This design comes from an exercise in tuning for small area, a short achievable clock period and few clock cycles per item on the open sky130 flow, not from production work.
RTL that was checked went through simulation tests only; none was proved equivalent to the original.
No functional check of the RTL was part of runs 2 to 6.
Power figures rest on the tool's default switching activity, not on a simulated workload.

--- design/flow/design.v ---
module sha1_block (
    input wire clk,
    input wire rst,
    input wire start,
    input wire [159:0] context_in,
    input wire [511:0] block,
    output wire done,
    output wire [159:0] context_out);
reg [31:0] a, b, c;       
reg [511:0] win;         
reg [31:0] s;            
reg [31:0] pw;           
reg [6:0] cnt;           
reg [1:0] gk;            
reg [2:0] gf;            
reg busy;
reg f1, f2, f81, f82, f83;   
reg done_r;
assign done = done_r;
assign context_out = {b, rotl2(c), pw, s, a};
wire [31:0] h0 = context_in[159:128];
wire [31:0] h1 = context_in[127:96];
wire [31:0] h2 = context_in[95:64];
wire [31:0] h3 = context_in[63:32];
wire [31:0] h4 = context_in[31:0];
function [31:0] rotl5(input [31:0] x); rotl5 = {x[26:0], x[31:27]}; endfunction
function [31:0] rotr2(input [31:0] x); rotr2 = {x[1:0], x[31:2]}; endfunction
function [31:0] rotl2(input [31:0] x); rotl2 = {x[29:0], x[31:30]}; endfunction
function [31:0] rotl1(input [31:0] x); rotl1 = {x[30:0], x[31]}; endfunction
function [31:0] kconst(input [1:0] g);
    case (g)
        2'd0: kconst = 32'h5A827999;
        2'd1: kconst = 32'h6ED9EBA1;
        2'd2: kconst = 32'h8F1BBCDC;
        default: kconst = 32'hCA62C1D6;
    endcase
endfunction
wire [31:0] wx = rotl1(win[95:64] ^ win[255:224] ^ win[447:416] ^ win[511:480]);
wire [31:0] wb = block[511 - 32*cnt[3:0] -: 32];
wire [31:0] wn = start ? block[511:480] : (cnt < 7'd16) ? wb : wx;
wire [31:0] wq1 = win[31:0];                
wire [31:0] x = a, y = rotr2(b), z = c;
wire [31:0] f = ({32{gf[0]}} & ((x & y) | (~x & z))) |
                ({32{gf[1]}} & (x ^ y ^ z)) |
                ({32{gf[2]}} & ((x & y) | (x & z) | (y & z)));
wire [31:0] a_n = rotl5(a) + s;
wire [31:0] s_n = f + pw;
wire [31:0] pw_w = (f81 || f82 || f83) ? 32'd0 : wq1;
wire [31:0] pw_k = f81 ? h4 : f82 ? h3 : f83 ? h2 : kconst(gk);
wire [31:0] pw_n = c + pw_k + pw_w;
always @(posedge clk) begin
    if (rst) begin
        busy <= 1'b0;
        done_r <= 1'b0;
    end else begin
        done_r <= busy && f83;
        if (start) busy <= 1'b1;
        else if (f83) busy <= 1'b0;
    end
    if (start) cnt <= 7'd1;
    else cnt <= cnt + 7'd1;
    f1 <= start;
    f2 <= f1;
    f81 <= busy && !start && (cnt == 7'd80);
    f82 <= busy && !start && (cnt == 7'd81);
    f83 <= busy && !start && (cnt == 7'd82);
    if (start || cnt < 7'd20) gk <= 2'd0;
    else if (cnt < 7'd40) gk <= 2'd1;
    else if (cnt < 7'd60) gk <= 2'd2;
    else gk <= 2'd3;
    gf <= (f81 || f82) ? 3'b000 :
          (gk == 2'd0) ? 3'b001 :
          (gk == 2'd2) ? 3'b100 : 3'b010;
    win <= {win[479:0], wn};
    s <= s_n;
    pw <= pw_n;
    if (start) begin
        a <= rotl2(h2);
        b <= rotl2(h3);
        c <= h4;
    end else begin
        a <= f1 ? h1 : f2 ? h0 : f83 ? s : a_n;
        b <= (f82 || f83) ? a + (f82 ? h1 : h0) : a;
        c <= rotr2(b);
    end
end
endmodule
--- design/flow/flow/run.sh ---
#!/bin/bash
# The standard ORFS layout (standard.sh), except that the buffers ORFS puts on
# every input and output port are the smallest buffer cell instead of the
# resizer's default choice.
set -euo pipefail
bash standard.sh BUFFER_PORTS_ARGS="-buffer_cell sky130_fd_sc_hd__buf_1" finish > flow_make.log 2>&1
--- design/flow/standard.sh ---
#!/bin/bash
# synth_recipe.tcl (not shown) runs the flow's synth.tcl, then flattens the netlist and writes it again
# the make line also repeats each setting of config.mk as NAME=value (left out here)
make -C /OpenROAD-flow-scripts/flow DESIGN_CONFIG=/design/flow/config.mk WORK_HOME=/design/flow/orfs CLKGATE_MAP_FILE= SYNTH_SCRIPT=/design/flow/synth_recipe.tcl "${@:-finish}"
--- design/flow/config.mk ---
export PLATFORM = sky130hd
export DESIGN_NAME = sha1_block
export DESIGN_NICKNAME = sha1_block
export VERILOG_FILES = /design/flow/design.v
export SDC_FILE = /design/flow/constraint.sdc
export NUM_CORES = 4
export LEC_CHECK = 0
export CAP_MARGIN = 20
export CORE_MARGIN = 2
export CORE_UTILIZATION = 50
export PLACE_DENSITY = 0.65
export SETUP_SLACK_MARGIN = 2.7
export SLEW_MARGIN = 20
--- design/flow/constraint.sdc ---
create_clock -name core_clock -period 6.0 [get_ports {clk}]
set_input_delay 1.2000 -clock core_clock [delete_from_list [all_inputs] [get_ports {clk}]]
set_output_delay 1.2000 -clock core_clock [all_outputs]
set_load 0.01 [all_outputs]
==> results.sh, run 1 <==
export IMPL_fillCellCount=4819
export IMPL_yosysUniqueCellTypes=78
export IMPL_grt_max_degree=74
export IMPL_crit_arrival_ps=4770
export IMPL_htreeDepth=3
export IMPL_core_um2=61600
export IMPL_crit_required_ps=6520
export IMPL_clk_latency_ps=640
export IMPL_start_util_pct=50.57
export IMPL_worstMarginPinSlew_ps=1023
export IMPL_worstHoldPathCells=0
export IMPL_numCtsBuffers=71
export IMPL_finalHoldViolations=0
export IMPL_row_count=91
export IMPL_maxCapViolCount=0
export IMPL_r2r_cells=18
export IMPL_layout_nets=4687
export IMPL_critPathLaunch="gk[0]"
export IMPL_fp_dieArea_um2=64310
export IMPL_p_leak_nw=16.28
export IMPL_drtIter0Drc=3514
export IMPL_cp_slowest_cell="fa_1"
export IMPL_regArea_um2=13990
export IMPL_p_int_mw=11.80
export IMPL_critPathKind="flop to flop"
export IMPL_critPathLaunchType="flop"
export IMPL_path_delay_family="compound AO/OA/AOI/OAI gates"
export IMPL_drc=0
export IMPL_met3_usage_pct=11.07
export IMPL_hp_start="win[186]"
export IMPL_viasPerCell=6.093
export IMPL_status="timing/DRC/antenna clean"
export IMPL_met2_usage_pct=66.94
export IMPL_design_area_um2=41080
export IMPL_synth_nets=3733
export IMPL_busiest_layer="met2"
export IMPL_mostFrequentLayoutCell="buf_1"
export IMPL_most_common_layout_cells="buf_1 (832), dfxtp_1 (628), nand2_1 (197), o21ai_0 (162), buf_4 (138)"
export IMPL_vdd_drop_max_mv=0.2700
export IMPL_cpPeakStageDelay_ps=490
export IMPL_grt_usage_pct=43.54
export IMPL_die_w_um=253.6
export IMPL_cts_tree="built"
export IMPL_final_cell_count_no_fill=4739
export IMPL_grt_use_met1_pct=53.69
export IMPL_hold_class="flop to flop"
export IMPL_power_clock_fraction_pct=23.4
export IMPL_netSwitchingPower_mw=7.579
export IMPL_drive_gt1_share_pct=22.43
export IMPL_grt_overflow_total=0
export IMPL_multi_input_area_um2=18090
export IMPL_via_count=28875
export IMPL_grt_pass1_wl_um=198100
export IMPL_cts_clk_slew_worst_paths_ps=60
export IMPL_synth_edf_count=0
export IMPL_cp_buffers_inverters=1
export IMPL_cp_depth=18
export IMPL_whs_ps=277.2
export IMPL_synthToLayoutAreaGrowth_pct=31.87
export IMPL_clock_root_buffer="clkbuf_16"
export IMPL_p_seq_share_pct=35.0
export IMPL_drtAntennaViolNets=0
export IMPL_endpoint_kind="flop"
export IMPL_synth_async_reset_ratio_pct=0
export IMPL_syn_avg_cell_area_um2=10.90
export IMPL_skew_ps=61.13
export IMPL_dp_cells=4424
export IMPL_portBuffers=835
export IMPL_max_freq_mhz=235.5
export IMPL_synth_seq_area_share_pct=44.41
export IMPL_cts_hold_buf=0
export IMPL_antenna_found_initial=51
export IMPL_synthFlopType="dfxtp_1"
export IMPL_ys_warn_count=1
export IMPL_wirelength_um=146000
export IMPL_relSlewSlack_pct=31.47
export IMPL_fin_crit_ps=4246
export IMPL_clockBufferDepth=3
export IMPL_fin_setup_tns_ps=0
export IMPL_timing_rr_start="gk[0]"
export IMPL_syn_inst=2857
export IMPL_path_cells="inv_4 > ha_4 > nor3_4 > nor3_2 > a211oi_2 > a21oi_1 > fa_1 > ha_1 > a21o_1 > a21o_1 > a2111oi_4 > o211ai_1 > o2bb2ai_2 > a221oi_2 > o2bb2ai_2 > o221ai_1 > a21oi_1 > xnor2_1"
export IMPL_cts_sinks=691
export IMPL_hpwl_um=110800
export IMPL_pwr_share_comb_pct=41.6
export IMPL_ys_seq_elements=691
export IMPL_drt_pass1_iter_count=9
export IMPL_dpl_cell_area_um2=35530
export IMPL_rsz0062_at_grt="yes"
export IMPL_place_gp_congestion=1.108
export IMPL_postLayoutCoreUtil_pct=66.69
export IMPL_synth_area_um2=31150
export IMPL_die_h_um=253.6
export IMPL_p_per_area_nw_per_um2=471.7
export IMPL_final_max_slew_viol_count=0
export IMPL_grt_pass1_vias=28435
export IMPL_report_final_setup_viol=0
export IMPL_min_period_over_period_pct=70.77
export IMPL_netSwitchingFraction_pct=39.11
export IMPL_pin_count=836
export IMPL_routedWlPerCell_um=30.80
export IMPL_path_max_fanout=3
[worst paths after layout]
path,endpoint,slack [ps]
setup / recovery,pw[30],1750
hold / removal,win[218],280
setup reg to reg,pw[30],1750
hold reg to reg,win[218],280
[layer usage]
layer  routed length (um)  vias to the layer above  part of all wire, %
li1                     -                    12269                    -
met5                  228                        -                 0.16
met4                11970                       24                  8.2
met1                55490                    14126                   38
met3                13780                      481                  9.4
met2                64480                     1975                   44
[logic make-up after synthesis]
kind of cell / Yosys count / share of synthesized area, %
muxes: 281 / 14.61
AOI/OAI and AO/OA: 725 / 14.89
and+or+nand+nor: 499 / 7.375
buffers and inverters: 245 / 2.976
xor gates and xnor gates: 214 / 6.017
DFF: 691 / 44.41
adders and majority gates: 202 / 9.720
[power by group through the flow]
stage                     Sequential, mW  Combinational (mW)  Clock, mW
after floorplan                     6.33                4.34          0
after global placement              6.74                6.35          0
after detailed placement            6.76                6.45          0
after CTS                           6.69                7.37       4.55
after global routing                6.79                8.50       4.73
final                               6.79                8.06       4.54
[flip-flops by register name (all words and copies together) (netlist names), 3 cells and up]
name	cells
s	32
b	32
a	32
pw	32
c	32
cnt	7
win	512
gf	3
[stage by stage]
| stage | setup WS, ps | power [mW] |
|---|---|---|
| 2_1_floorplan | 1875 | 10.66 |
| 5_1_grt | 1621 | 20.02 |
| 4_1_cts | 1703 | 18.61 |
| 3_3_place_gp | 1088 | 13.09 |
| 3_5_place_dp | 1064 | 13.21 |
| 6_report | 1754 | 19.38 |
[final cells by class]
class / instances / share of cell area, %
diodes: 36 / 0.2193
clock buffers: 104 / 5.017
clock inverters: 24 / 0.8803
inverters: 106 / 0.9930
multi-input cells: 1921 / 44.04
flip-flops and latches: 691 / 34.06
well taps: 837 / 2.549
repair buffers: 1020 / 12.24
[Yosys cell counts (all sizes together), types with 4 or more instances]
| cell | count | area, um^2 |
|---|---|---|
| a2111oi | 5 | 62.56 |
| a211oi | 23 | 172.7 |
| a21boi | 4 | 30.03 |
| a21o | 69 | 519.3 |
| a21oi | 179 | 899.6 |
| a221o | 6 | 60.06 |
| a221oi | 8 | 76.32 |
| a222oi | 32 | 320.3 |
| a22oi | 56 | 420.4 |
| a31oi | 14 | 87.58 |
| and2 | 28 | 176.4 |
| and3 | 11 | 68.82 |
| buf | 28 | 112.6 |
| clkbuf | 111 | 416.7 |
| dfxtp | 691 | 13830 |
| fa | 67 | 1341 |
| ha | 134 | 1677 |
| inv | 103 | 386.6 |
| mux2 | 110 | 1239 |
| mux2i | 43 | 430.4 |
| mux4 | 128 | 2883 |
| nand2 | 203 | 764.5 |
| nand2b | 23 | 143.9 |
| nand3 | 20 | 105.1 |
| nand4 | 13 | 81.33 |
| nor2 | 126 | 475.5 |
| nor2b | 24 | 150.1 |
| nor3 | 21 | 110.1 |
| nor3b | 9 | 67.56 |
| nor4 | 4 | 25.02 |
| o211a | 5 | 50.05 |
| o211ai | 22 | 165.2 |
| o21a | 14 | 105.1 |
| o21ai | 220 | 1101 |
| o21bai | 14 | 105.1 |
| o221ai | 4 | 41.29 |
| o22ai | 8 | 50.05 |
| o311ai | 5 | 43.80 |
| o31ai | 14 | 105.1 |
| or3 | 5 | 31.28 |
| xnor2 | 139 | 1217 |
| xor2 | 75 | 656.9 |
[repair_timing]
item,in CTS,in global routing
gates cloned,7,2
endpoints found under the setup margin,110,89
pin swaps,120,105
buffers inserted,104,38
gates resized for setup,314,117
Testbench counts, summed over its fixed seeds: cycles 43,520, blocks 512.
==> inputs of run 2 (changes only) <==
==> design/flow/design.v (replaced) <==
module sha1_block (
    input wire clk,
    input wire rst,
    input wire start,
    input wire [159:0] context_in,
    input wire [511:0] block,
    output wire done,
    output wire [159:0] context_out);
reg [31:0] a, b, c;       
reg [511:0] win;         
reg [31:0] s;            
reg [31:0] pw;           
reg [31:0] yz;           
reg [6:0] cnt;           
reg [2:0] gk;            
reg [2:0] gf;            
reg busy;
reg f1, f2, f81, f82, f83;   
reg done_r;
assign done = done_r;
assign context_out = {b, rotl2(c), pw, s, a};
wire [31:0] h0 = context_in[159:128];
wire [31:0] h1 = context_in[127:96];
wire [31:0] h2 = context_in[95:64];
wire [31:0] h3 = context_in[63:32];
wire [31:0] h4 = context_in[31:0];
function [31:0] rotl5(input [31:0] x); rotl5 = {x[26:0], x[31:27]}; endfunction
function [31:0] rotr2(input [31:0] x); rotr2 = {x[1:0], x[31:2]}; endfunction
function [31:0] rotl2(input [31:0] x); rotl2 = {x[29:0], x[31:30]}; endfunction
function [31:0] rotl1(input [31:0] x); rotl1 = {x[30:0], x[31]}; endfunction
function [31:0] kconst(input [2:0] g);
    case (g)
        3'd0: kconst = 32'h5A827999;
        3'd1: kconst = 32'h6ED9EBA1;
        3'd2: kconst = 32'h8F1BBCDC;
        3'd3: kconst = 32'hCA62C1D6;
        default: kconst = 32'd0;
    endcase
endfunction
wire [31:0] wx = rotl1(win[95:64] ^ win[255:224] ^ win[447:416] ^ win[511:480]);
wire [31:0] wb = block[511 - 32*cnt[3:0] -: 32];
wire [31:0] wh = (cnt[1:0] == 2'd0) ? h4 : (cnt[1:0] == 2'd1) ? h3 : h2;
wire [31:0] wn = start ? block[511:480] : (cnt < 7'd16) ? wb : (cnt >= 7'd80) ? wh : wx;
wire [31:0] wq1 = win[31:0];                
wire [31:0] y = rotr2(b), z = c;
wire [31:0] fp = ({32{gf[0]}} & y) | ({32{gf[1]}} & ~yz) | ({32{gf[2]}} & (y | z));
wire [31:0] fq = ({32{gf[0]}} & z) | ({32{gf[1]}} & yz) | ({32{gf[2]}} & (y & z));
wire [31:0] f = (a & fp) | (~a & fq);      
wire [31:0] a_n = rotl5(a) + s;
wire [31:0] s_n = f + pw;
wire [31:0] pw_n = c + kconst(gk) + wq1;
wire [31:0] hb = ({32{f82}} & h1) | ({32{f83}} & h0);
always @(posedge clk) begin
    if (rst) begin
        busy <= 1'b0;
        done_r <= 1'b0;
    end else begin
        done_r <= busy && f83;
        if (start) busy <= 1'b1;
        else if (f83) busy <= 1'b0;
    end
    if (start) cnt <= 7'd1;
    else cnt <= cnt + 7'd1;
    f1 <= start;
    f2 <= f1;
    f81 <= busy && !start && (cnt == 7'd80);
    f82 <= busy && !start && (cnt == 7'd81);
    f83 <= busy && !start && (cnt == 7'd82);
    if (start || cnt < 7'd20) gk <= 3'd0;
    else if (cnt < 7'd40) gk <= 3'd1;
    else if (cnt < 7'd60) gk <= 3'd2;
    else if (cnt < 7'd80) gk <= 3'd3;
    else gk <= 3'd4;
    gf <= (f81 || f82) ? 3'b000 :
          (gk == 3'd0) ? 3'b001 :
          (gk == 3'd2) ? 3'b100 : 3'b010;
    win <= {win[479:0], wn};
    s <= s_n;
    pw <= pw_n;
    yz <= rotr2(a) ^ rotr2(b);
    if (start) begin
        a <= rotl2(h2);
        b <= rotl2(h3);
        c <= h4;
    end else begin
        a <= f1 ? h1 : f2 ? h0 : f83 ? s : a_n;
        b <= a + hb;
        c <= rotr2(b);
    end
end
endmodule
==> results.sh, run 2 <==
export IMPL_synth_top_area_share_pct=45.83
export IMPL_cts_sinks=724
export IMPL_worstMarginPinSlew_ps=1138
export IMPL_clock_root_buffer="clkbuf_16"
export IMPL_synth_edf_count=0
export IMPL_final_cell_count_no_fill=4867
export IMPL_drt_pass1_iter_count=5
export IMPL_grt_usage_pct=40.94
export IMPL_hpwl_um=109200
export IMPL_critPathKind="input pin to flop"
export IMPL_clk_latency_ps=630
export IMPL_netSwitchingPower_mw=6.647
export IMPL_path_max_fanout=2
export IMPL_largest_register_ffs=512
export IMPL_place_gp_congestion=1.015
export IMPL_drc=0
export IMPL_dp_cells=4592
export IMPL_grt_pass1_vias=26398
export IMPL_layout_nets=4761
export IMPL_via_count=28457
export IMPL_routedWlPerCell_um=28.67
export IMPL_r2r_slack_ps=2370
export IMPL_viasPerCell=5.847
export IMPL_mostFrequentLayoutCell="buf_1"
export IMPL_die_w_um=255.5
export IMPL_fin_setup_tns_ps=0
export IMPL_numCtsBuffers=73
export IMPL_yosysUniqueCellTypes=83
export IMPL_htreeDepth=3
export IMPL_finalHoldViolations=0
export IMPL_vdd_drop_max_mv=0.3176
export IMPL_cts_clk_slew_worst_paths_ps=60
export IMPL_report_final_setup_viol=0
export IMPL_grt_max_degree=73
export IMPL_syn_inst=3033
export IMPL_drive_gt1_share_pct=14.75
export IMPL_ys_seq_elements=724
export IMPL_synth_most_common_cell="dfxtp_1"
export IMPL_most_common_layout_cells="buf_1 (833), dfxtp_1 (691), nand2_1 (300), o21ai_0 (222), xnor2_1 (163)"
export IMPL_regMostFlops="win"
export IMPL_core_um2=62850
export IMPL_critPathLaunchType="input pin"
export IMPL_skew_ps=17.99
export IMPL_portBuffers=835
export IMPL_relSlewSlack_pct=23.84
export IMPL_p_int_mw=11.54
export IMPL_power_clock_fraction_pct=25.8
export IMPL_synthTopCellsByCount="dfxtp_1 (724), nand2_1 (306), o21ai_0 (247), a21oi_1 (167), xnor2_1 (166)"
export IMPL_min_period_over_period_pct=61.90
export IMPL_r2r_cells=18
export IMPL_max_freq_mhz=269.3
export IMPL_drtIter0Drc=2978
export IMPL_grt_pass1_wl_um=191500
export IMPL_final_max_slew_viol_count=0
export IMPL_timing_rr_start="gk[2]"
export IMPL_synth_nets=3870
export IMPL_cts_tree="built"
export IMPL_worstHoldPathCells=0
export IMPL_grt_overflow_total=0
export IMPL_synth_area_top_cells="dfxtp_1 (46%), mux4_2 (6.8%), ha_1 (5.1%), xnor2_1 (4.6%), o21ai_0 (3.9%)"
export IMPL_p_seq_share_pct=38.0
export IMPL_clockBufferDepth=3
export IMPL_netSwitchingFraction_pct=36.55
export IMPL_hold_class="flop to flop"
export IMPL_synth_area_um2=31630
export IMPL_fin_crit_ps=3714
export IMPL_rsz0062_at_grt="yes"
export IMPL_hp_start="win[273]"
export IMPL_start_util_pct=50.32
export IMPL_fp_dieArea_um2=65280
export IMPL_antenna_found_initial=60
export IMPL_p_leak_nw=16.12
export IMPL_min_delay_worst_endpoint="win[305]"
export IMPL_synth_async_reset_ratio_pct=0
export IMPL_synthToLayoutAreaGrowth_pct=27.07
export IMPL_syn_avg_cell_area_um2=10.43
export IMPL_p_per_area_nw_per_um2=452.6
export IMPL_die_h_um=255.5
export IMPL_endpoint_kind="flop"
export IMPL_fillCellCount=5466
export IMPL_pin_count=836
export IMPL_crit_required_ps=6490
export IMPL_ys_warn_count=1
export IMPL_maxCapViolCount=0
export IMPL_row_count=92
export IMPL_status="timing/DRC/antenna clean"
export IMPL_wirelength_um=139500
export IMPL_synthFlopType="dfxtp_1"
export IMPL_yosys_area_top_type="dfxtp_1"
export IMPL_pwr_share_comb_pct=36.3
export IMPL_crit_arrival_ps=4210
export IMPL_synth_seq_area_share_pct=45.83
export IMPL_timing_rr_end="pw[17]"
export IMPL_drtAntennaViolNets=0
[run 2: cell types whose count changed in the layout (fill, tap and decap cells not counted), moves of 33 or more]
cell / before / now
mux2i_1: 40 / 98
o21a_1: 11 / 45
o21ai_0: 162 / 222
o211ai_1: 22 / 74
nand2_1: 197 / 300
buf_4: 138 / 105
xnor2_1: 129 / 163
dfxtp_1: 628 / 691
fa_1: 61 / 28
mux2_2: 100 / 35
[run 2: worst max path at each step]
stage                               start  depth (start not counted)  slack, ps     to
after floorplan           context_in[128]                         13       2090  b[20]
final                     context_in[128]                         14       2290  b[20]
after global placement    context_in[132]                         13       1580  b[30]
after global routing      context_in[128]                         14       2240  b[20]
after detailed placement  context_in[132]                         13       1530  b[30]
after CTS                 context_in[128]                         14       2340  b[20]
[run 2: logic make-up (layout without fill, tap and decap cells)]
logic type      Yosys count  in the layout  share of synthesized area, %
compound gates          844            844                         17.56
flops                   724            724                         45.83
simple gates            563            564                         7.758
xor+xnor                268            268                         7.421
buf+inv                 238           1183                         2.880
mux                     233            233                         11.31
fa+ha+maj               163            163                         7.247
other cells               0             42                             0
[run 2: routing by layer]
metal | routed length, um | share of wire (%) | vias up | GRT usage (%)
li1 | - | - | 12718 | -
met1 | 55010 | 39 | 13762 | 52.51
met2 | 60040 | 43 | 1580 | 60.67
met3 | 14070 | 10 | 375 | 11.95
met4 | 10270 | 7.4 | 22 | 25.73
met5 | 137 | 0.098 | - | 0
[run 2: power by group through the flow]
stage / logic (mW) / registers (mW) / clock network, mW
2_1_floorplan: 3.96 / 6.59 / 0
4_1_cts: 6.05 / 6.88 / 4.71
3_5_place_dp: 5.70 / 6.96 / 0
3_3_place_gp: 5.69 / 6.95 / 0
6_report: 6.60 / 6.90 / 4.68
5_1_grt: 7.11 / 6.94 / 4.92
[run 2: area by class of cell]
type	count	area [um^2]	area share (%)
multi-input cells	2072	17300	43.03
diodes	42	105.1	0.2615
inverters	85	329.1	0.8188
clock inverters	24	305.3	0.7596
repair buffers	968	4358	10.84
flip-flops and latches	724	14590	36.29
clock buffers	106	2155	5.361
well taps	846	1059	2.634
[run 2: critical path, cell delays in order]
cell and delay [ps]:
buf_6 90, a22o_4 250, ha_4 170, fa_2 400
a211oi_4 240, o21bai_2 110, a2111o_1 470, a31o_1 240
a21o_1 230, a221oi_4 290, o21bai_1 110, a21oi_2 130
xor2_1 180, o21ai_1 80
[run 2: metrics by stage]
step                      hold slack [ps]  setup WS (ps)  util, %  total power [mW]  cell area (um^2)
after floorplan                     309.6           2089        -             10.55             31750
after global placement              309.7           1579    56.74             12.64             35660
after detailed placement            312.1           1534    56.75             12.66             35670
after CTS                           312.4           2344    62.15             17.64             39060
after global routing                326.3           2239    63.92             18.97             40170
final                               319.9           2286    63.95             18.19             40190
[run 2: repair_timing]
| item | 4_1_cts | 5_1_grt |
|---|---|---|
| hold buffers | 0 | 0 |
| gates resized for setup | 128 | 132 |
| setup endpoints to repair | 95 | 83 |
| buffers inserted | 50 | 52 |
| pin swaps | 58 | 96 |
| gates cloned | 1 | 0 |
| endpoints found under the hold margin | 0 | 0 |
==> inputs of run 3 (changes only) <==
--- a/design/flow/config.mk
+++ b/design/flow/config.mk
@@ -9,5 +9,5 @@
 export CORE_MARGIN = 2
 export CORE_UTILIZATION = 50
 export PLACE_DENSITY = 0.65
-export SETUP_SLACK_MARGIN = 2.7
+export SETUP_SLACK_MARGIN = 2.3
 export SLEW_MARGIN = 20
==> results.sh, run 3 <==
export IMPL_start_util_pct=50.32
export IMPL_report_final_setup_viol=0
export IMPL_synth_most_common_cell="dfxtp_1"
export IMPL_drc=0
export IMPL_grt_max_degree=161
export IMPL_clock_root_buffer="clkbuf_16"
export IMPL_grt_usage_pct=40.93
export IMPL_synth_seq_area_share_pct=45.83
export IMPL_grt_pass1_vias=26340
export IMPL_skew_ps=23.00
export IMPL_final_max_slew_viol_count=0
export IMPL_wl_met3_um=14980
export IMPL_synthTopCellsByCount="dfxtp_1 (724), nand2_1 (306), o21ai_0 (247), a21oi_1 (167), xnor2_1 (166)"
export IMPL_via_count=28182
export IMPL_place_gp_congestion=1.088
export IMPL_min_period_over_period_pct=62.37
export IMPL_pin_count=836
export IMPL_hpwl_um=110300
export IMPL_critPathLaunchType="input pin"
export IMPL_synth_top_area_share_pct=45.83
export IMPL_mostFrequentLayoutCell="buf_1"
export IMPL_path_max_fanout=3
export IMPL_cts_clk_slew_worst_paths_ps=60
export IMPL_numCtsBuffers=72
export IMPL_core_um2=62850
export IMPL_synthFlopType="dfxtp_1"
export IMPL_drt_pass1_iter_count=6
export IMPL_max_freq_mhz=267.2
export IMPL_cts_sinks=724
export IMPL_viasPerCell=5.897
export IMPL_clk_latency_ps=630
export IMPL_cts_hold_buf=0
export IMPL_hold_class="flop to flop"
export IMPL_m1WireLength_um=55660
export IMPL_crit_required_ps=6500
export IMPL_synthToLayoutAreaGrowth_pct=22.63
export IMPL_total_power_mw=17.82
export IMPL_most_common_layout_cells="buf_1 (834), dfxtp_1 (696), nand2_1 (303), o21ai_0 (243), xnor2_1 (166)"
export IMPL_htreeDepth=3
export IMPL_regMostFlops="win"
export IMPL_fin_crit_ps=3742
export IMPL_synth_edf_count=0
export IMPL_finalHoldViolations=0
export IMPL_syn_avg_cell_area_um2=10.43
export IMPL_final_cell_count_no_fill=4779
export IMPL_row_count=92
export IMPL_cts_tree="built"
export IMPL_critPathKind="input pin to flop"
export IMPL_synth_area_top_cells="dfxtp_1 (46%), mux4_2 (6.8%), ha_1 (5.1%), xnor2_1 (4.6%), o21ai_0 (3.9%)"
export IMPL_synth_area_um2=31630
export IMPL_vdd_drop_max_mv=0.3265
export IMPL_synth_nets=3870
export IMPL_dp_cells=4589
export IMPL_synth_async_reset_ratio_pct=0
export IMPL_antenna_found_initial=37
export IMPL_drtIter0Drc=3236
export IMPL_relSlewSlack_pct=21.18
export IMPL_ys_seq_elements=724
export IMPL_grt_pass1_wl_um=190800
export IMPL_largest_register_ffs=512
export IMPL_portBuffers=835
export IMPL_status="timing/DRC/antenna clean"
export IMPL_worstMarginPinSlew_ps=1175
export IMPL_syn_inst=3033
export IMPL_wirelength_um=139600
export IMPL_die_h_um=255.5
export IMPL_drtAntennaViolNets=0
export IMPL_top_layer="met5"
export IMPL_layout_nets=4687
export IMPL_yosysUniqueCellTypes=83
export IMPL_rsz0062_at_grt="yes"
export IMPL_die_w_um=255.5
export IMPL_maxCapViolCount=0
export IMPL_routedWlPerCell_um=29.22
export IMPL_crit_arrival_ps=4240
export IMPL_p_per_area_nw_per_um2=459.5
export IMPL_fp_dieArea_um2=65280
export IMPL_grt_overflow_total=0
export IMPL_dr_wl_met2_um=58900
export IMPL_clockBufferDepth=3
export IMPL_drive_gt1_share_pct=10.93
export IMPL_yosys_area_top_type="dfxtp_1"
export IMPL_endpoint_kind="flop"
export IMPL_p_leak_nw=15.61
export IMPL_fin_setup_tns_ps=0
export IMPL_ys_warn_count=1
export IMPL_fillCellCount=5474
-- run 3: cell counts after synthesis --
Identical to the previous run, type by type.
-- run 3: area by class of cell --
type                            instances  area (um^2)  share of cell area, %
Antenna cell                           25        62.56                 0.1613
Clock buffer                           99         2056                  5.300
Clock inverter                         33        488.0                  1.258
Inverter                               85        329.1                 0.8484
Multi-Input combinational cell       2072        16590                  42.79
Sequential cell                       724        14560                  37.53
Tap cell                              846         1059                  2.729
Timing Repair Buffer                  895         3641                  9.387
-- run 3: what timing repair did --
item	CTS	global route
pin swaps	8	31
endpoints found under the setup margin	47	38
gates resized for setup	45	62
gates cloned	0	1
setup buffers	5	26
-- run 3: critical path, cell delays in order --
cell	delay, ps
buf_1	90
a22o_1	210
ha_2	200
fa_2	400
a211oi_4	240
o21bai_2	110
a2111o_1	500
a31o_1	260
a21o_4	230
a221oi_4	290
o21bai_1	120
a21oi_2	140
xor2_1	160
o21ai_1	80
-- run 3: cell families after synthesis --
kind of cell | share of synthesized area [%]
buffers and inverters | 2.880
and+or+nand+nor | 7.758
xor gates and xnor gates | 7.421
adders and majority gates | 7.247
muxes | 11.31
DFF | 45.83
AOI/OAI and AO/OA | 17.56
-- run 3: per-stage QoR --
| step | worst slack, ps | hold WS [ps] | area, um^2 | utilization, % |
|---|---|---|---|---|
| floorplan | 2088 | 309.6 | 31630 | - |
| CTS | 2155 | 313.4 | 38260 | 60.88 |
| detailed placement | 1473 | 312.1 | 35550 | 56.57 |
| global placement | 1482 | 309.7 | 35550 | 56.57 |
| finish | 2258 | 312.9 | 38790 | 61.71 |
| global route | 2118 | 322.3 | 38780 | 61.70 |
-- run 3: power breakdown --
group	internal (mW)	switching (mW)	total, mW
clock network	2.86	1.95	4.82
registers	5.90	1.07	6.97
logic	2.57	3.47	6.04
-- run 3: worst paths after layout --
check | from | to | slack [ps] | cells past startpoint
max | context_in[128] | b[20] | 2260 | 14
min | win[189] | win[221] | 310 | 0
max reg2reg | gk[2] | pw[31] | 2280 | 17
min reg2reg | win[189] | win[221] | 310 | 0
-- run 3: metal layers --
layer	global-route usage, %	vias to the layer above
li1	-	12535
met2	59.28	1764
met3	11.97	368
met4	26.43	12
met5	0	-
met1	53.34	13503
==> inputs of run 4 (changes only) <==
--- a/design/flow/config.mk
+++ b/design/flow/config.mk
@@ -9,5 +9,5 @@
 export CORE_MARGIN = 2
 export CORE_UTILIZATION = 50
 export PLACE_DENSITY = 0.65
-export SETUP_SLACK_MARGIN = 2.3
+export SETUP_SLACK_MARGIN = 3.1
 export SLEW_MARGIN = 20
==> results.sh, run 4 <==
export IMPL_status="timing/DRC/antenna clean"
export IMPL_dpl_cell_area_um2=35780
export IMPL_mostFrequentLayoutCell="buf_1"
export IMPL_cts_sinks=724
export IMPL_numCtsBuffers=73
export IMPL_synth_edf_count=0
export IMPL_row_count=92
export IMPL_drc=0
export IMPL_drtAntennaViolNets=0
export IMPL_synth_seq_area_share_pct=45.83
export IMPL_skew_ps=26.76
export IMPL_pin_count=836
export IMPL_fp_dieArea_um2=65280
export IMPL_final_max_slew_viol_count=0
export IMPL_largest_register_ffs=512
export IMPL_start_util_pct=50.32
export IMPL_rsz0062_at_grt="yes"
export IMPL_yosysUniqueCellTypes=83
export IMPL_critPathLaunchType="input pin"
export IMPL_p_seq_share_pct=37.3
export IMPL_synth_async_reset_ratio_pct=0
export IMPL_p_leak_nw=16.34
export IMPL_place_gp_congestion=1.049
export IMPL_endpoint_kind="flop"
export IMPL_viasPerCell=5.909
export IMPL_syn_avg_cell_area_um2=10.43
export IMPL_netSwitchingFraction_pct=36.65
export IMPL_crit_required_ps=6500
export IMPL_min_period_over_period_pct=62.03
export IMPL_max_freq_mhz=268.7
export IMPL_syn_inst=3033
export IMPL_drive_gt1_share_pct=17.02
export IMPL_grt_pass1_vias=27000
export IMPL_clock_root_buffer="clkbuf_16"
export IMPL_fillCellCount=5201
export IMPL_die_h_um=255.5
export IMPL_crit_arrival_ps=4220
export IMPL_synth_top_area_share_pct=45.83
export IMPL_p_int_mw=11.78
export IMPL_report_final_setup_viol=0
export IMPL_hold_class="flop to flop"
export IMPL_ys_warn_count=1
export IMPL_grt_pass1_wl_um=195800
export IMPL_clk_latency_ps=620
export IMPL_design_area_um2=40990
export IMPL_grt_max_degree=74
export IMPL_path_max_fanout=2
export IMPL_vdd_drop_max_mv=0.3060
export IMPL_cts_clk_slew_worst_paths_ps=60
export IMPL_cts_hold_buf=0
export IMPL_htreeDepth=3
export IMPL_via_count=28888
export IMPL_fin_setup_tns_ps=0
export IMPL_drtIter0Drc=3325
export IMPL_worstMarginPinSlew_ps=1232
export IMPL_cts_tree="built"
export IMPL_synth_nets=3870
export IMPL_grt_overflow_total=0
export IMPL_routedWlPerCell_um=29.23
export IMPL_ys_seq_elements=724
export IMPL_total_power_mw=18.60
export IMPL_most_common_layout_cells="buf_1 (832), dfxtp_1 (685), nand2_1 (297), o21ai_0 (205), xnor2_1 (161)"
export IMPL_die_w_um=255.5
export IMPL_maxCapViolCount=0
export IMPL_grt_usage_pct=41.96
export IMPL_fin_crit_ps=3722
export IMPL_antenna_found_initial=53
export IMPL_layout_nets=4785
export IMPL_regMostFlops="win"
export IMPL_p_per_area_nw_per_um2=453.9
export IMPL_finalHoldViolations=0
export IMPL_clockBufferDepth=3
export IMPL_wirelength_um=142900
export IMPL_synthTopCellsByCount="dfxtp_1 (724), nand2_1 (306), o21ai_0 (247), a21oi_1 (167), xnor2_1 (166)"
export IMPL_synth_area_um2=31630
export IMPL_critPathKind="input pin to flop"
export IMPL_synthFlopType="dfxtp_1"
export IMPL_power_clock_fraction_pct=25.8
export IMPL_synthToLayoutAreaGrowth_pct=29.59
export IMPL_drt_pass1_iter_count=6
export IMPL_yosys_area_top_type="dfxtp_1"
export IMPL_core_um2=62850
export IMPL_pwr_share_comb_pct=36.9
export IMPL_synth_most_common_cell="dfxtp_1"
export IMPL_hpwl_um=109400
export IMPL_netSwitchingPower_mw=6.819
export IMPL_relSlewSlack_pct=17.60
export IMPL_portBuffers=835
export IMPL_synth_area_top_cells="dfxtp_1 (46%), mux4_2 (6.8%), ha_1 (5.1%), xnor2_1 (4.6%), o21ai_0 (3.9%)"
-- run 4: cell type report --
type	instances	area (um^2)	area share, %
antenna	37	92.59	0.2259
clock inverter	37	449.2	1.096
multi-input combinational	2074	17690	43.17
tap	846	1059	2.583
sequential	724	14600	35.62
inverter	85	329.1	0.8029
timing repair buffer	990	4667	11.39
clock buffer	96	2097	5.116
-- run 4: per-stage QoR --
step	hold WS (ps)	std cells	utilization [%]	setup slack [ps]
final	311.8	4889	65.21	2278
after CTS	320.9	4792	63.36	2332
after global placement	309.6	4591	56.93	1571
after floorplan	309.6	3033	-	2089
after detailed placement	312.1	4591	56.93	1566
after global routing	318.5	4880	65.18	2180
-- run 4: cells by family (layout without fill, tap and decap cells) --
kind of cell               Yosys count  after routing  share of synthesized area (%)
other                                0             37                              0
buffers and inverters              238           1208                          2.880
and+or+nand+nor                    563            564                          7.758
muxes                              233            233                          11.31
DFF                                724            724                          45.83
adders and majority gates          163            163                          7.247
xor gates and xnor gates           268            270                          7.421
AOI/OAI and AO/OA                  844            844                          17.56
-- run 4: path summary, 6_finish.rpt --
| path | from | end | slack, ps | depth (start not counted) |
|---|---|---|---|---|
| hold reg to reg | win[396] | win[428] | 310 | 0 |
| setup / recovery | context_in[128] | b[20] | 2280 | 14 |
| setup reg to reg | gk[2] | pw[30] | 2420 | 18 |
| hold / removal | win[396] | win[428] | 310 | 0 |
-- run 4: worst max-delay path, cell delays in order --
cell,delay [ps]
buf_6,90
a22o_1,210
ha_2,190
fa_2,360
a211oi_2,290
o21bai_2,90
a2111o_1,450
a31o_1,250
a21o_1,220
a221oi_4,310
o21bai_1,130
a21oi_2,140
xor2_1,200
o21ai_1,70
-- run 4: what timing repair did --
item                       CTS  global route
hold endpoints to repair     0             0
pin swaps                   81            98
setup endpoints to repair  116           110
resized for setup          193           149
gates cloned                 4             1
setup buffers               64            59
-- run 4: power groups by stage --
stage          Clock [mW]  Combinational (mW)  Sequential, mW
4_1_cts              4.83                6.25            6.88
6_report             4.80                6.87            6.93
2_1_floorplan           0                4.02            6.60
3_5_place_dp            0                5.74            6.96
5_1_grt              5.05                7.38            6.96
3_3_place_gp            0                5.71            6.95
-- run 4: metal layers --
metal	wire length [um]	GRT usage (%)	part of all wire, %	up-vias
li1	-	-	-	12763
met1	55700	54.11	39	13759
met2	60000	60.75	42	1886
met3	16350	13.57	11	456
met4	10660	26.48	7.5	24
met5	170	0	0.12	-
==> inputs of run 5 (changes only) <==
--- a/design/flow/config.mk
+++ b/design/flow/config.mk
@@ -8,6 +8,8 @@
 export CAP_MARGIN = 20
 export CORE_MARGIN = 2
 export CORE_UTILIZATION = 50
+export CTS_BUF_LIST = sky130_fd_sc_hd__clkbuf_4 sky130_fd_sc_hd__clkbuf_8
+export CTS_CLUSTER_SIZE = 30
 export PLACE_DENSITY = 0.65
-export SETUP_SLACK_MARGIN = 3.1
+export SETUP_SLACK_MARGIN = 2.3
 export SLEW_MARGIN = 20
==> results.sh, run 5 <==
export IMPL_status="timing/DRC/antenna clean"
export IMPL_yosys_area_top_type="dfxtp_1"
export IMPL_dp_cells=4589
export IMPL_synthFlopType="dfxtp_1"
export IMPL_drtAntennaViolNets=0
export IMPL_synth_most_common_cell="dfxtp_1"
export IMPL_fin_crit_ps=3746
export IMPL_start_util_pct=50.32
export IMPL_finalHoldViolations=0
export IMPL_synth_area_um2=31630
export IMPL_vdd_drop_max_mv=0.2417
export IMPL_grt_usage_pct=40.92
export IMPL_syn_avg_cell_area_um2=10.43
export IMPL_synth_fa_ha_area_share_pct=7.247
export IMPL_cts_clk_slew_worst_paths_ps=70
export IMPL_critPathKind="flop to flop"
export IMPL_endpoint_kind="flop"
export IMPL_fin_setup_tns_ps=0
export IMPL_critPathLaunchType="flop"
export IMPL_mostFrequentLayoutCell="buf_1"
export IMPL_htreeDepth=3
export IMPL_synth_seq_area_share_pct=45.83
export IMPL_worstMarginPinSlew_ps=1204
export IMPL_synthMuxAreaShare_pct=11.31
export IMPL_clockBufferDepth=3
export IMPL_portBuffers=835
export IMPL_cts_sinks=724
export IMPL_p_leak_nw=15.61
export IMPL_min_period_over_period_pct=62.43
export IMPL_drt_pass1_iter_count=5
export IMPL_core_um2=62850
export IMPL_report_final_setup_viol=0
export IMPL_synth_nets=3870
export IMPL_grt_pass1_wl_um=191200
export IMPL_largest_register_ffs=512
export IMPL_path_cells="inv_1 > o21ai_0 > nand2_1 > o21ai_0 > nand2_1 > ha_1 > nand2_1 > o21bai_1 > o41ai_4 > o21ai_2 > o31ai_2 > o21a_1 > a21oi_1 > a41oi_1 > and2b_1 > xnor2_1"
export IMPL_wirelength_um=139700
export IMPL_skew_ps=41.53
export IMPL_most_common_layout_cells="buf_1 (834), dfxtp_1 (699), nand2_1 (303), o21ai_0 (242), xnor2_1 (166)"
export IMPL_drc=0
export IMPL_clk_latency_ps=740
export IMPL_syn_inst=3033
export IMPL_pin_count=836
export IMPL_ys_warn_count=1
export IMPL_crit_required_ps=6610
export IMPL_numCtsBuffers=108
export IMPL_synthXorXnorAreaFrac_pct=7.421
export IMPL_synthToLayoutAreaGrowth_pct=22.07
export IMPL_path_max_fanout=8
export IMPL_viasPerCell=5.842
export IMPL_cp_slowest_cell="dfxtp_1"
export IMPL_via_count=28280
export IMPL_row_count=92
export IMPL_rsz0062_at_grt="yes"
export IMPL_maxCapViolCount=0
export IMPL_die_w_um=255.5
export IMPL_grt_overflow_total=0
export IMPL_layout_nets=4718
export IMPL_yosysUniqueCellTypes=83
export IMPL_synth_edf_count=0
export IMPL_grt_pass1_vias=26557
export IMPL_drive_gt1_share_pct=12.54
export IMPL_cpPeakStageDelay_ps=710
export IMPL_clock_root_buffer="clkbuf_8"
export IMPL_final_cell_count_no_fill=4841
export IMPL_cts_tree="built"
export IMPL_hold_class="flop to flop"
export IMPL_max_freq_mhz=267.0
export IMPL_hpwl_um=110300
export IMPL_drtIter0Drc=3194
export IMPL_synthTopCellsByCount="dfxtp_1 (724), nand2_1 (306), o21ai_0 (247), a21oi_1 (167), xnor2_1 (166)"
export IMPL_crit_arrival_ps=4350
export IMPL_synth_async_reset_ratio_pct=0
export IMPL_fp_dieArea_um2=65280
export IMPL_relSlewSlack_pct=19.28
export IMPL_synth_top_family_by_area="compound AO/OA/AOI/OAI gates"
export IMPL_p_per_area_nw_per_um2=449.3
export IMPL_antenna_found_initial=43
export IMPL_synth_simple_area_share_pct=7.758
export IMPL_routedWlPerCell_um=28.85
export IMPL_ys_seq_elements=724
export IMPL_final_max_slew_viol_count=0
export IMPL_regMostFlops="win"
export IMPL_synth_compound_area_share_pct=17.56
export IMPL_grt_max_degree=161
export IMPL_synth_area_top_cells="dfxtp_1 (46%), mux4_2 (6.8%), ha_1 (5.1%), xnor2_1 (4.6%), o21ai_0 (3.9%)"
export IMPL_die_h_um=255.5
export IMPL_synth_top_area_share_pct=45.83
export IMPL_place_gp_congestion=1.088
export IMPL_crit_top_cell="nand2_1"
[run 5: cell count changes in the layout (fill, tap and decap cells not counted), moves of 25 or more]
cell	delta
clkbuf_16	-76
ha_1	+34
a21oi_1	+25
buf_4	-50
clkbuf_4	+28
buf_6	-41
o21ai_0	+37
ha_4	-25
clkbuf_8	+129
[run 5: final timing paths]
path | end | start | slack [ps] | cells past startpoint
setup / recovery | s[29] | a[5] | 2250 | 16
hold / removal | win[496] | win[464] | 300 | 0
setup reg to reg | s[29] | a[5] | 2250 | 16
hold reg to reg | win[496] | win[464] | 300 | 0
[run 5: area by class of cell]
cell class / instances / area, um^2
fill: 5542 / 24240
multi-input combinational: 2071 / 16580
sequential: 724 / 14560
timing repair buffer: 891 / 3625
clock buffer: 169 / 2151
tap: 846 / 1059
inverter: 85 / 329.1
clock inverter: 24 / 235.2
antenna: 31 / 77.57
[run 5: critical path: cells and delay by family, from the launching register on]
family	cells	cell delay, ps
buffers and inverters	1	80
adders and majority gates	1	380
DFF	1	710
xor gates and xnor gates	1	110
AOI/OAI and AO/OA	9	1890
and+or+nand+nor	4	450
[run 5: layer usage]
layer | wire length (um) | up-vias | part of all wire (%) | track usage, %
met5 | 90 | - | 0.064 | 0
met3 | 15040 | 358 | 11 | 12.00
li1 | - | 12616 | - | -
met1 | 55820 | 13520 | 40 | 53.66
met2 | 57810 | 1772 | 41 | 58.33
met4 | 10920 | 14 | 7.8 | 27.58
[run 5: cells by family after synthesis]
logic type                 after synthesis
AOI/OAI and AO/OA                      844
xor gates and xnor gates               268
and+or+nand+nor                        563
adders and majority gates              163
DFF                                    724
muxes                                  233
buffers and inverters                  238
[run 5: what timing repair did]
item	4_1_cts	5_1_grt
resized for setup	48	58
setup endpoints to repair	44	38
pin swaps	9	38
hold buffers	0	0
endpoints found under the hold margin	0	0
setup buffers	3	24
[run 5: stage by stage]
stage	hold slack, ps	area [um^2]	setup WS [ps]	total power [mW]	utilization, %
after floorplan	309.6	31630	2088	10.52	-
after global placement	309.7	35550	1482	12.65	56.57
after detailed placement	312.1	35550	1473	12.68	56.57
after CTS	312.2	38110	2188	17.07	60.63
after global routing	319.0	38600	2098	18.08	61.41
final	303.6	38610	2254	17.35	61.43
[run 5: power breakdown]
group	internal (mW)	leakage (nW)	switching (mW)
sequential	5.90	6.10	1.07
combinational	2.57	8.24	3.46
clock	2.41	1.27	1.94
==> inputs of run 6 (changes only) <==
==> design/flow/config.mk (replaced) <==
export PLATFORM = sky130hd
export DESIGN_NAME = sha1_block
export DESIGN_NICKNAME = sha1_block
export VERILOG_FILES = /design/flow/design.v
export SDC_FILE = /design/flow/constraint.sdc
export NUM_CORES = 4
export LEC_CHECK = 0
export CAP_MARGIN = 20
export CORE_MARGIN = 2
export CORE_UTILIZATION = 65
export PLACE_DENSITY = 0.75
export SETUP_SLACK_MARGIN = 2.3
export SLEW_MARGIN = 20
==> results.sh, run 6 <==
export IMPL_yosysUniqueCellTypes=83
export IMPL_synthMuxAreaShare_pct=11.31
export IMPL_synth_seq_area_share_pct=45.83
export IMPL_synth_area_top_cells="dfxtp_1 (46%), mux4_2 (6.8%), ha_1 (5.1%), xnor2_1 (4.6%), o21ai_0 (3.9%)"
export IMPL_synthXorXnorAreaFrac_pct=7.421
export IMPL_syn_inst=3033
export IMPL_synth_async_reset_ratio_pct=0
export IMPL_status="aborted with a tool error"
export IMPL_die_h_um=224.6
export IMPL_synth_simple_area_share_pct=7.758
export IMPL_synth_edf_count=0
export IMPL_ys_seq_elements=724
export IMPL_synth_fa_ha_area_share_pct=7.247
export IMPL_die_w_um=224.6
export IMPL_synth_most_common_cell="dfxtp_1"
export IMPL_start_util_pct=66.10
export IMPL_synth_nets=3870
export IMPL_row_count=80
export IMPL_lastStage="I/O pin placement"
export IMPL_yosys_area_top_type="dfxtp_1"
export IMPL_synthFlopType="dfxtp_1"
export IMPL_syn_avg_cell_area_um2=10.43
export IMPL_error_line="[ERROR PPL-0024] Number of IO pins (836) exceeds maximum number of available positions (806). Increase the die perimeter from 898.34um to 1136.96um."
export IMPL_synth_area_um2=31630
export IMPL_synth_top_family_by_area="compound AO/OA/AOI/OAI gates"
export IMPL_synthTopCellsByCount="dfxtp_1 (724), nand2_1 (306), o21ai_0 (247), a21oi_1 (167), xnor2_1 (166)"
export IMPL_synth_compound_area_share_pct=17.56
export IMPL_ys_warn_count=1
export IMPL_synth_top_area_share_pct=45.83
## run 6: cell counts after synthesis
No cell type changed its count.
## run 6: cells by family after synthesis
group | after synthesis
simple gates | 563
buf+inv | 238
compound gates | 844
fa+ha+maj | 163
flops | 724
mux | 233
xor+xnor | 268
==> inputs of run 7 (changes only) <==
--- a/design/flow/design.v
+++ b/design/flow/design.v
@@ -12,7 +12,7 @@
 reg [31:0] pw;           
 reg [31:0] yz;           
 reg [6:0] cnt;           
-reg [2:0] gk;            
+reg [3:0] gk;            
 reg [2:0] gf;            
 reg busy;
 reg f1, f2, f81, f82, f83;   
@@ -28,14 +28,9 @@
 function [31:0] rotr2(input [31:0] x); rotr2 = {x[1:0], x[31:2]}; endfunction
 function [31:0] rotl2(input [31:0] x); rotl2 = {x[29:0], x[31:30]}; endfunction
 function [31:0] rotl1(input [31:0] x); rotl1 = {x[30:0], x[31]}; endfunction
-function [31:0] kconst(input [2:0] g);
-    case (g)
-        3'd0: kconst = 32'h5A827999;
-        3'd1: kconst = 32'h6ED9EBA1;
-        3'd2: kconst = 32'h8F1BBCDC;
-        3'd3: kconst = 32'hCA62C1D6;
-        default: kconst = 32'd0;
-    endcase
+function [31:0] kconst(input [3:0] g);
+    kconst = ({32{g[0]}} & 32'h5A827999) | ({32{g[1]}} & 32'h6ED9EBA1) |
+             ({32{g[2]}} & 32'h8F1BBCDC) | ({32{g[3]}} & 32'hCA62C1D6);
 endfunction
 wire [31:0] wx = rotl1(win[95:64] ^ win[255:224] ^ win[447:416] ^ win[511:480]);
 wire [31:0] wb = block[511 - 32*cnt[3:0] -: 32];
@@ -49,7 +44,7 @@
 wire [31:0] a_n = rotl5(a) + s;
 wire [31:0] s_n = f + pw;
 wire [31:0] pw_n = c + kconst(gk) + wq1;
-wire [31:0] hb = ({32{f82}} & h1) | ({32{f83}} & h0);
+wire [31:0] hb = {32{f82 | f83}} & yz;
 always @(posedge clk) begin
     if (rst) begin
         busy <= 1'b0;
@@ -66,18 +61,16 @@
     f81 <= busy && !start && (cnt == 7'd80);
     f82 <= busy && !start && (cnt == 7'd81);
     f83 <= busy && !start && (cnt == 7'd82);
-    if (start || cnt < 7'd20) gk <= 3'd0;
-    else if (cnt < 7'd40) gk <= 3'd1;
-    else if (cnt < 7'd60) gk <= 3'd2;
-    else if (cnt < 7'd80) gk <= 3'd3;
-    else gk <= 3'd4;
-    gf <= (f81 || f82) ? 3'b000 :
-          (gk == 3'd0) ? 3'b001 :
-          (gk == 3'd2) ? 3'b100 : 3'b010;
+    if (start || cnt < 7'd20) gk <= 4'b0001;
+    else if (cnt < 7'd40) gk <= 4'b0010;
+    else if (cnt < 7'd60) gk <= 4'b0100;
+    else if (cnt < 7'd80) gk <= 4'b1000;
+    else gk <= 4'b0000;
+    gf <= (f81 || f82) ? 3'b000 : {gk[2], gk[1] | gk[3], gk[0]};
     win <= {win[479:0], wn};
     s <= s_n;
     pw <= pw_n;
-    yz <= rotr2(a) ^ rotr2(b);
+    yz <= f81 ? h1 : f82 ? h0 : rotr2(a) ^ rotr2(b);
     if (start) begin
         a <= rotl2(h2);
         b <= rotl2(h3);
--- a/design/flow/config.mk
+++ b/design/flow/config.mk
@@ -7,7 +7,7 @@
 export LEC_CHECK = 0
 export CAP_MARGIN = 20
 export CORE_MARGIN = 2
-export CORE_UTILIZATION = 65
-export PLACE_DENSITY = 0.75
-export SETUP_SLACK_MARGIN = 2.3
+export CORE_UTILIZATION = 50
+export PLACE_DENSITY = 0.65
+export SETUP_SLACK_MARGIN = 2.6
 export SLEW_MARGIN = 20
==> results.sh, run 7 <==
export IMPL_status="timing/DRC/antenna clean"
export IMPL_cpPeakStageDelay_ps=380
export IMPL_synthToLayoutAreaGrowth_pct=24.75
export IMPL_ys_warn_count=1
export IMPL_drtAntennaViolNets=0
export IMPL_syn_inst=3168
export IMPL_routedWlPerCell_um=28.89
export IMPL_p_per_area_nw_per_um2=453.2
export IMPL_fp_dieArea_um2=66210
export IMPL_synthFlopType="dfxtp_1"
export IMPL_place_gp_congestion=1.034
export IMPL_most_common_layout_cells="buf_1 (834), dfxtp_1 (694), nand2_1 (334), o21ai_0 (261), xnor2_1 (198)"
export IMPL_die_h_um=257.3
export IMPL_p_leak_nw=15.97
export IMPL_yosys_area_top_type="dfxtp_1"
export IMPL_finalHoldViolations=0
export IMPL_endpoint_kind="flop"
export IMPL_critPathLaunchType="flop"
export IMPL_postLayoutCoreUtil_pct=63.22
export IMPL_path_delay_family="compound AO/OA/AOI/OAI gates"
export IMPL_worstMarginPinSlew_ps=1180
export IMPL_grt_usage_pct=41.31
export IMPL_syn_avg_cell_area_um2=10.13
export IMPL_clock_root_buffer="clkbuf_16"
export IMPL_synthTopCellsByCount="dfxtp_1 (725), nand2_1 (336), o21ai_0 (279), xnor2_1 (199), a21oi_1 (187)"
export IMPL_synth_top_area_share_pct=45.24
export IMPL_core_um2=63310
export IMPL_synth_most_common_cell="dfxtp_1"
export IMPL_grt_pass1_wl_um=195000
export IMPL_drt_pass1_iter_count=5
export IMPL_relSlewSlack_pct=20.85
export IMPL_cp_slowest_cell="a221o_2"
export IMPL_p_int_mw=11.40
export IMPL_cts_hold_buf=0
export IMPL_critPathKind="flop to flop"
export IMPL_skew_ps=19.16
export IMPL_crit_arrival_ps=4060
export IMPL_drtIter0Drc=3190
export IMPL_clockBufferDepth=3
export IMPL_ys_seq_elements=725
export IMPL_mostFrequentLayoutCell="buf_1"
export IMPL_report_final_setup_viol=0
export IMPL_vdd_drop_max_mv=0.2581
export IMPL_dp_cells=4732
export IMPL_synth_async_reset_ratio_pct=0
export IMPL_synth_seq_area_share_pct=45.24
export IMPL_hold_class="flop to flop"
export IMPL_layout_nets=4870
export IMPL_synth_area_um2=32080
export IMPL_synth_edf_count=0
export IMPL_regMostFlops="win"
export IMPL_crit_required_ps=6520
export IMPL_netSwitchingFraction_pct=37.17
export IMPL_grt_pass1_vias=27369
export IMPL_drive_gt1_share_pct=12.41
export IMPL_cts_sinks=725
export IMPL_pwr_share_comb_pct=35.4
export IMPL_start_util_pct=50.67
export IMPL_min_period_over_period_pct=58.95
export IMPL_synth_area_top_cells="dfxtp_1 (45%), mux4_2 (6.7%), xnor2_1 (5.4%), ha_1 (5.0%), o21ai_0 (4.4%)"
export IMPL_fin_setup_tns_ps=0
export IMPL_final_cell_count_no_fill=4951
export IMPL_p_seq_share_pct=38.7
export IMPL_maxCapViolCount=0
export IMPL_clk_latency_ps=630
export IMPL_pin_count=836
export IMPL_grt_max_degree=73
export IMPL_antenna_found_initial=33
export IMPL_cp_buffers_inverters=4
export IMPL_netSwitchingPower_mw=6.742
export IMPL_via_count=29179
export IMPL_viasPerCell=5.894
export IMPL_synth_nets=4005
export IMPL_largest_register_ffs=512
export IMPL_yosysUniqueCellTypes=75
export IMPL_row_count=92
export IMPL_path_cells="nor2_4 > buf_6 > buf_12 > buf_16 > nor2b_1 > ha_1 > o21ai_2 > nor2_1 > o41ai_2 > buf_4 > or4_4 > o211ai_4 > o21a_1 > a221o_2 > a21o_1 > a211o_1 > a22o_1"
export IMPL_grt_overflow_total=0
export IMPL_cts_tree="built"
export IMPL_htreeDepth=3
export IMPL_power_clock_fraction_pct=25.9
export IMPL_path_max_fanout=4
export IMPL_wirelength_um=143000
export IMPL_fin_crit_ps=3537
export IMPL_numCtsBuffers=73
export IMPL_drc=0
export IMPL_cts_clk_slew_worst_paths_ps=60
export IMPL_die_w_um=257.3
export IMPL_portBuffers=835
export IMPL_final_max_slew_viol_count=0
export IMPL_rsz0062_at_grt="yes"
export IMPL_hpwl_um=112000
export IMPL_max_freq_mhz=282.7
## run 7: power groups by stage
| stage | logic, mW | clock network (mW) | registers [mW] |
|---|---|---|---|
| 2_1_floorplan | 4.09 | 0 | 6.63 |
| 3_3_place_gp | 5.91 | 0 | 7.04 |
| 3_5_place_dp | 5.92 | 0 | 7.04 |
| 4_1_cts | 6.07 | 4.72 | 6.95 |
| 5_1_grt | 6.92 | 4.94 | 7.05 |
| 6_report | 6.41 | 4.70 | 7.02 |
## run 7: layer usage
layer / part of all wire, % / vias up / global-route usage (%)
met5: 0.12 / - / 1.096
li1: - / 13023 / -
met2: 44 / 1768 / 62.77
met3: 11 / 351 / 11.92
met4: 7.0 / 14 / 25.53
met1: 38 / 14023 / 51.73
## run 7: worst register-to-register path, stage by stage (launching register included)
cell,delay (ps)
dfxtp_4,360
nor2_4,130
buf_6,130
buf_12,110
buf_16,110
nor2b_1,50
ha_1,370
o21ai_2,100
nor2_1,70
o41ai_2,320
buf_4,200
or4_4,130
o211ai_4,120
o21a_1,270
a221o_2,390
a21o_1,170
a211o_1,250
a22o_1,180
## run 7: cell families (layout without fill, tap and decap cells)
| family | count (synthesis) | in the layout | share of synthesized area [%] |
|---|---|---|---|
| AOI/OAI and AO/OA | 857 | 857 | 16.84 |
| DFF | 725 | 725 | 45.24 |
| and+or+nand+nor | 684 | 684 | 9.422 |
| xor gates and xnor gates | 270 | 271 | 7.371 |
| muxes | 237 | 237 | 11.29 |
| buffers and inverters | 233 | 1150 | 2.730 |
| adders and majority gates | 162 | 162 | 7.114 |
| other | 0 | 19 | 0 |
## run 7: path summary, 6_finish.rpt
path / slack, ps / startpoint / endpoint / cells after the start
worst min-delay path: 320 / win[282] / win[314] / 0
worst max-delay path: 2460 / f82 / b[29] / 17
worst min register to register: 320 / win[282] / win[314] / 0
worst max register to register: 2460 / f82 / b[29] / 17
## run 7: layout make-up
type	instances	area (um^2)
flip-flops and latches	725	14580
clock buffers	95	1979
clock inverters	33	444.2
diodes	19	47.55
repair buffers	944	4272
multi-input cells	2211	17350
fillers	5516	23290
inverters	78	292.8
well taps	846	1059
## run 7: timing repair
item,in CTS,in global routing
endpoints found under the setup margin,47,60
gates resized for setup,67,102
setup buffers,38,27
gates cloned,7,0
pin swaps,53,56
## run 7: through the flow
stage                     power, mW  cell area [um^2]  hold slack [ps]  worst slack [ps]
after global routing          18.91             40020            327.1              2379
final                         18.14             40020            317.8              2463
after floorplan               10.72             32150            309.6              2599
after detailed placement      12.95             36120            312.1              1924
after CTS                     17.75             39350            321.1              2488
after global placement        12.94             36120            309.8              1969
Testbench counts of run 7, summed over its fixed seeds: cycles 43,520, blocks 512.
==> inputs of run 8 (changes only) <==
--- a/design/flow/config.mk
+++ b/design/flow/config.mk
@@ -9,5 +9,5 @@
 export CORE_MARGIN = 2
 export CORE_UTILIZATION = 50
 export PLACE_DENSITY = 0.65
-export SETUP_SLACK_MARGIN = 2.6
+export SETUP_SLACK_MARGIN = 2.3
 export SLEW_MARGIN = 20
==> results.sh, run 8 <==
export IMPL_cts_hold_buf=0
export IMPL_finalHoldViolations=0
export IMPL_fin_setup_tns_ps=0
export IMPL_vdd_drop_max_mv=0.2831
export IMPL_drive_gt1_share_pct=9.362
export IMPL_synthTopCellsByCount="dfxtp_1 (725), nand2_1 (336), o21ai_0 (279), xnor2_1 (199), a21oi_1 (187)"
export IMPL_hpwl_um=111700
export IMPL_relSlewSlack_pct=22.91
export IMPL_total_power_mw=17.93
export IMPL_row_count=92
export IMPL_synth_async_reset_ratio_pct=0
export IMPL_yosysUniqueCellTypes=75
export IMPL_portBuffers=835
export IMPL_antenna_found_initial=32
export IMPL_most_common_layout_cells="buf_1 (834), dfxtp_1 (704), nand2_1 (336), o21ai_0 (272), xnor2_1 (199)"
export IMPL_netSwitchingFraction_pct=36.94
export IMPL_cts_sinks=725
export IMPL_report_final_setup_viol=0
export IMPL_synth_edf_count=0
export IMPL_fp_dieArea_um2=66210
export IMPL_cts_tree="built"
export IMPL_fin_crit_ps=3619
export IMPL_numCtsBuffers=72
export IMPL_final_max_slew_viol_count=0
export IMPL_synthFlopType="dfxtp_1"
export IMPL_worstMarginPinSlew_ps=1154
export IMPL_grt_overflow_total=0
export IMPL_synth_top_area_share_pct=45.24
export IMPL_core_um2=63310
export IMPL_maxCapViolCount=0
export IMPL_routedWlPerCell_um=28.69
export IMPL_clock_root_buffer="clkbuf_16"
export IMPL_crit_arrival_ps=4130
export IMPL_ys_seq_elements=725
export IMPL_p_per_area_nw_per_um2=459.7
export IMPL_critPathKind="flop to flop"
export IMPL_via_count=28608
export IMPL_largest_register_ffs=512
export IMPL_die_h_um=257.3
export IMPL_layout_nets=4810
export IMPL_syn_avg_cell_area_um2=10.13
export IMPL_synth_most_common_cell="dfxtp_1"
export IMPL_pin_count=836
export IMPL_power_clock_fraction_pct=26.4
export IMPL_synth_seq_area_share_pct=45.24
export IMPL_skew_ps=43.62
export IMPL_min_period_over_period_pct=60.31
export IMPL_grt_max_degree=69
export IMPL_cts_clk_slew_worst_paths_ps=60
export IMPL_syn_inst=3168
export IMPL_mostFrequentLayoutCell="buf_1"
export IMPL_synth_area_um2=32080
export IMPL_grt_usage_pct=41.00
export IMPL_endpoint_kind="flop"
export IMPL_drt_pass1_iter_count=6
export IMPL_hold_class="flop to flop"
export IMPL_status="timing/DRC/antenna clean"
export IMPL_crit_required_ps=6520
export IMPL_regMostFlops="win"
export IMPL_max_freq_mhz=276.4
export IMPL_p_int_mw=11.31
export IMPL_rsz0062_at_grt="no"
export IMPL_clockBufferDepth=3
export IMPL_netSwitchingPower_mw=6.625
export IMPL_place_gp_congestion=1.022
export IMPL_clk_latency_ps=640
export IMPL_drtAntennaViolNets=0
export IMPL_yosys_area_top_type="dfxtp_1"
export IMPL_pwr_share_comb_pct=34.3
export IMPL_critPathLaunchType="flop"
export IMPL_grt_pass1_vias=27123
export IMPL_ys_warn_count=1
export IMPL_wirelength_um=140400
export IMPL_path_max_fanout=8
export IMPL_grt_pass1_wl_um=194000
export IMPL_synth_area_top_cells="dfxtp_1 (45%), mux4_2 (6.7%), xnor2_1 (5.4%), ha_1 (5.0%), o21ai_0 (4.4%)"
export IMPL_die_w_um=257.3
export IMPL_p_leak_nw=15.59
export IMPL_synthToLayoutAreaGrowth_pct=21.59
export IMPL_start_util_pct=50.67
export IMPL_viasPerCell=5.844
export IMPL_synth_nets=4005
export IMPL_drc=0
export IMPL_p_seq_share_pct=39.3
export IMPL_drtIter0Drc=3071
export IMPL_htreeDepth=3
-- run 8: metrics by stage --
stage | hold slack, ps | utilization (%) | instance area, um^2 | instances | setup slack [ps]
finish | 307.1 | 61.61 | 39010 | 4895 | 2381
global route | 315.8 | 61.61 | 39010 | 4894 | 2202
CTS | 310.4 | 61.09 | 38680 | 4862 | 2280
detailed placement | 312.1 | 56.96 | 36060 | 4729 | 1764
global placement | 309.5 | 56.96 | 36060 | 4729 | 1810
floorplan | 309.6 | - | 32080 | 3168 | 2306
-- run 8: power by group through the flow --
stage | combinational (mW) | clock [mW] | sequential [mW]
CTS | 5.97 | 4.75 | 7.00
global route | 6.69 | 4.95 | 7.09
floorplan | 4.07 | 0 | 6.63
detailed placement | 5.86 | 0 | 7.08
finish | 6.15 | 4.73 | 7.05
global placement | 5.84 | 0 | 7.08
-- run 8: kinds of logic (layout without fill, tap and decap cells) --
logic type	Yosys count	after routing	share of synthesized area [%]
XOR/XNOR	270	271	7.371
AND/OR/NAND/NOR	684	685	9.422
buffers and inverters	233	1090	2.730
flip-flops	725	725	45.24
multiplexers	237	237	11.29
adder cells (fa/ha/maj)	162	162	7.114
other	0	22	0
AO/OA/AOI/OAI	857	857	16.84
-- run 8: worst paths after layout --
kind / cells after the start / endpoint / start / slack (ps)
max: 12 / b[29] / a[7] / 2380
min: 0 / win[64] / win[32] / 310
max reg2reg: 12 / b[29] / a[7] / 2380
min reg2reg: 0 / win[64] / win[32] / 310
-- run 8: worst max-delay path: stages, from the launching register on --
cell,delay (ps)
dfxtp_1,640
ha_2,420
a211oi_2,260
nor2_1,120
o41ai_4,270
buf_4,200
or4_1,170
o211ai_4,130
o21a_1,250
a221o_2,400
a21o_1,200
a211o_1,280
a22o_1,170
-- run 8: final cells by class --
class | count | area, um^2
repair buffers | 884 | 3613
fillers | 5663 | 24300
inverters | 78 | 292.8
diodes | 22 | 55.05
clock inverters | 32 | 447.9
well taps | 846 | 1059
flip-flops and latches | 725 | 14550
clock buffers | 96 | 2023
multi-input cells | 2212 | 16970
-- run 8: repair_timing --
action                                  CTS  global route
buffers inserted                          3             9
pin swaps                                 7            17
gates cloned                              2             1
endpoints found under the setup margin   38            44
gates resized for setup                  22            51
endpoints found under the hold margin     0             0
-- run 8: routing by layer --
layer	track usage, %	wire [um]	vias to the layer above
met4	26.41	11350	4
met2	61.39	59940	1639
li1	-	-	12906
met1	51.50	54670	13675
met5	0	28	-
met3	12.25	14450	384

-- re-timing with driven ports --
In the flow no input, the clock included, has a driving cell. The finished layouts below were timed again as built, in two steps. Step 1 (the two cells are an assumption about what drives the block):
set clk [get_ports {clk}]
set_driving_cell -lib_cell sky130_fd_sc_hd__clkbuf_16 $clk
set_driving_cell -lib_cell sky130_fd_sc_hd__buf_2 [delete_from_list [all_inputs] $clk]
Step 2 adds t to the input delays and takes it off the output delays; t is the mean of the earliest and latest rising clock arrival at the registers after step 1. Input paths then give back, and output paths get back, about the clock's delay inside the block. Three values: ideal ports, drivers, drivers and shift; two values: the first two.
run	t, ns	slack for setup (ns)	slew at the worst register clock pin (ns)	pins driven straight from the clock port
run 1	0.670	1.754 / 1.754 / 1.118	0.07 / 0.07	1
run 2	0.684	2.286 / 2.315 / 1.631	0.07 / 0.07	1
run 3	0.681	2.258 / 2.276 / 1.620	0.07 / 0.07	1
run 4	0.680	2.278 / 2.318 / 1.638	0.07 / 0.07	1
run 5	0.786	2.254 / 2.254 / 1.586	0.07 / 0.07	1
run 7	0.685	2.463 / 2.463 / 2.375	0.07 / 0.07	1
run 8	0.683	2.381 / 2.381 / 2.381	0.07 / 0.07	1
After both steps every run listed still meets setup and hold. For run 5, which loses most, drivers alone change the setup slack by 0.000 ns; drivers and shift together by -0.668 ns.
